Context: an optimization exercise on an open-source flow, tuned for small area and a short achievable clock period. The choices shown serve that exercise and are no tape-out recipe.
In this exercise RTL edits were held to simulation tests only and were not proved equivalent to the original.
Power and IR drop assume default switching activity.

## Pipeline_Computer
module Pipeline_Computer#(parameter WIDTH=32)(
	input clk,
	input reset,
	input [3:0] debug_reg_select,
	output [31:0] debug_reg_out,
	output [31:0] PCFetch,
	input [31:0] Instr,
	output [31:0] DataAdr,
	output [31:0] WriteData,
	output MemWrite,
	input [31:0] ReadData
);
reg  [31:0] PC;
reg  [31:0] InstrD;
reg  [31:0] PCPlus4D;
reg  [31:0] RD1E;           
reg  [31:0] RD2E;           
reg  [31:0] ImmE;           
reg  [3:0]  WA3E;
reg  [1:0]  shtE;
reg  [4:0]  shamtE;
reg         useImmE, useRD2E, ALUSrcE;
reg         fA_M, fA_W, fA_R, fB_M, fB_W, fB_R;
reg         BranchE, RegWriteE, MemWriteE, MemtoRegE, PCSrcE, FlagWriteE;
reg  [3:0]  CondE;
reg         addE, subE, orrE, movE;
reg  [31:0] ALUOutM, WriteDataM;
reg  [3:0]  WA3M;
reg         PCSrcM, RegWriteM, MemWriteM, MemtoRegM;
reg  [31:0] ResultW;
reg  [3:0]  WA3W;
reg         PCSrcW, RegWriteW;
reg         Zf, Zc;
wire [31:0] PCPlus4F = PC + 32'd4;
assign PCFetch = PC;
wire [1:0] OpD    = InstrD[27:26];
wire [5:0] FunctD = InstrD[25:20];
wire [3:0] cmdD   = InstrD[24:21];
wire [3:0] RnD    = InstrD[19:16];
wire [3:0] RdD    = InstrD[15:12];
wire [3:0] RmD    = InstrD[3:0];
wire op00 = (OpD == 2'b00);
wire op01 = (OpD == 2'b01);
wire op10 = (OpD == 2'b10);
wire cADD = (cmdD == 4'b0100);
wire cSUB = (cmdD == 4'b0010);
wire cAND = (cmdD == 4'b0000);
wire cORR = (cmdD == 4'b1100);
wire cMOV = (cmdD == 4'b1101);
wire cCMP = (cmdD == 4'b1010);
wire cBX  = (cmdD == 4'b1001);
  ...
==> flow/config.mk <==
export PLATFORM = sky130hd
export DESIGN_NAME = Pipeline_Computer
export DESIGN_NICKNAME = Pipeline_Computer
export VERILOG_FILES = /design/flow/design.v
export SDC_FILE = /design/flow/constraint.sdc
export NUM_CORES = 4
export LEC_CHECK = 0
export CAP_MARGIN = 20
export CORE_MARGIN = 2
export CORE_UTILIZATION = 56
export PLACE_DENSITY = 0.68
export SETUP_SLACK_MARGIN = 4.5
export SLEW_MARGIN = 20
export TNS_END_PERCENT = 5
==> flow/constraint.sdc <==
create_clock -name core_clock -period 10.0 [get_ports {clk}]
set_input_delay 2.0000 -clock core_clock [delete_from_list [all_inputs] [get_ports {clk}]]
set_output_delay 2.0000 -clock core_clock [all_outputs]
set_load 0.01 [all_outputs]
standard.sh (not shown) runs the stock make flow with config.mk's settings and CLKGATE_MAP_FILE= SYNTH_SCRIPT=/design/flow/synth_recipe.tcl, a recipe that flattens the netlist after the stock synthesis.
==> flow/flow/run.sh <==
#!/bin/bash
# Own layout flow: the standard flow (standard.sh) with two changes:
#  - synthesis maps with flow/abc_speed.script instead of ORFS's abc_speed.script
#    (everything else in synthesis is the standard script, so registers keep
#    their standard names and cells);
#  - the port buffers that global placement inserts are buf_2 cells.
set -euo pipefail
W=$PWD
PORTBUF="BUFFER_PORTS_ARGS=-buffer_cell sky130_fd_sc_hd__buf_2"

# ORFS scripts with only the ABC mapping script replaced, used for synthesis only
rm -rf "$W/synth_scripts"
cp -r "$FLOW_HOME/scripts" "$W/synth_scripts"
cp "$W/flow/abc_speed.script" "$W/synth_scripts/abc_speed.script"

bash standard.sh "SCRIPTS_DIR=$W/synth_scripts" "$PORTBUF" synth > "$W/synth.log" 2>&1
bash standard.sh "$PORTBUF" > "$W/layout.log" 2>&1
test -f "$W/out/final.def"
==> flow/flow/abc_speed.script <==
&get -n
&st
&dch
&nf -R 1000
&put
buffer -c
topo
stime -c
upsize -c
dnsize -c
The first run completed with no timing, DRC or antenna violations.
Then changed:
CORE_UTILIZATION = 52   (was 56)
PLACE_DENSITY = 0.65   (was 0.68)
Effect:
- final cell count is higher by 1.5%
- combinational power climbs by about 2%
- core utilization decreases by 4.3 points
- worst setup slack gains 0.15 ns
- total power rises by 1.7%
- flip-flop and latch count does not change
- synthesized area stays the same
- hold slack is about the same
- global-route usage went down by 2.3 points
- synthesized cell count is unchanged
Then changed:
==> flow/flow/abc_speed.script (replaced) <==
&get -n
&st
&dch
&nf
&put
buffer -c
topo
stime -c
upsize -c
dnsize -c
What happened:
- hold slack stays flat
- via count shrinks by 0.32%
- sequential power barely changes

==> port drivers added, routing unchanged <==
No port has a modelled driver above. Below, the same layouts with a new extraction and two added sets of constraints. Step 1 assumes that a clkbuf_16 drives the clock port and a buf_2 every other input. Step 2 adds t to the input delays and takes it off the output delays; t is the mean of the earliest and latest rising clock arrival at the registers after step 1. Input paths then give back, and output paths get back, about the clock's delay inside the block. Three values: ideal ports, drivers, drivers and shift; two values: the first two.
| run | shift t [ns] | slack for setup (ns) | worst slew at a driven data input, ns | cell pins on the clock port's net |
|---|---|---|---|---|
| the first run | 0.741 | 3.733 / 3.733 / 3.733 | 0.06 | 1 |
| the second run | 0.733 | 3.885 / 3.832 / 3.883 | 0.08 | 1 |
| the third run | 0.727 | 3.989 / 3.966 / 3.966 | 0.08 | 1 |
After both steps every run listed still meets setup and hold. For the third run, which loses most, drivers alone change the setup slack by -0.023 ns; drivers and shift together by -0.023 ns.
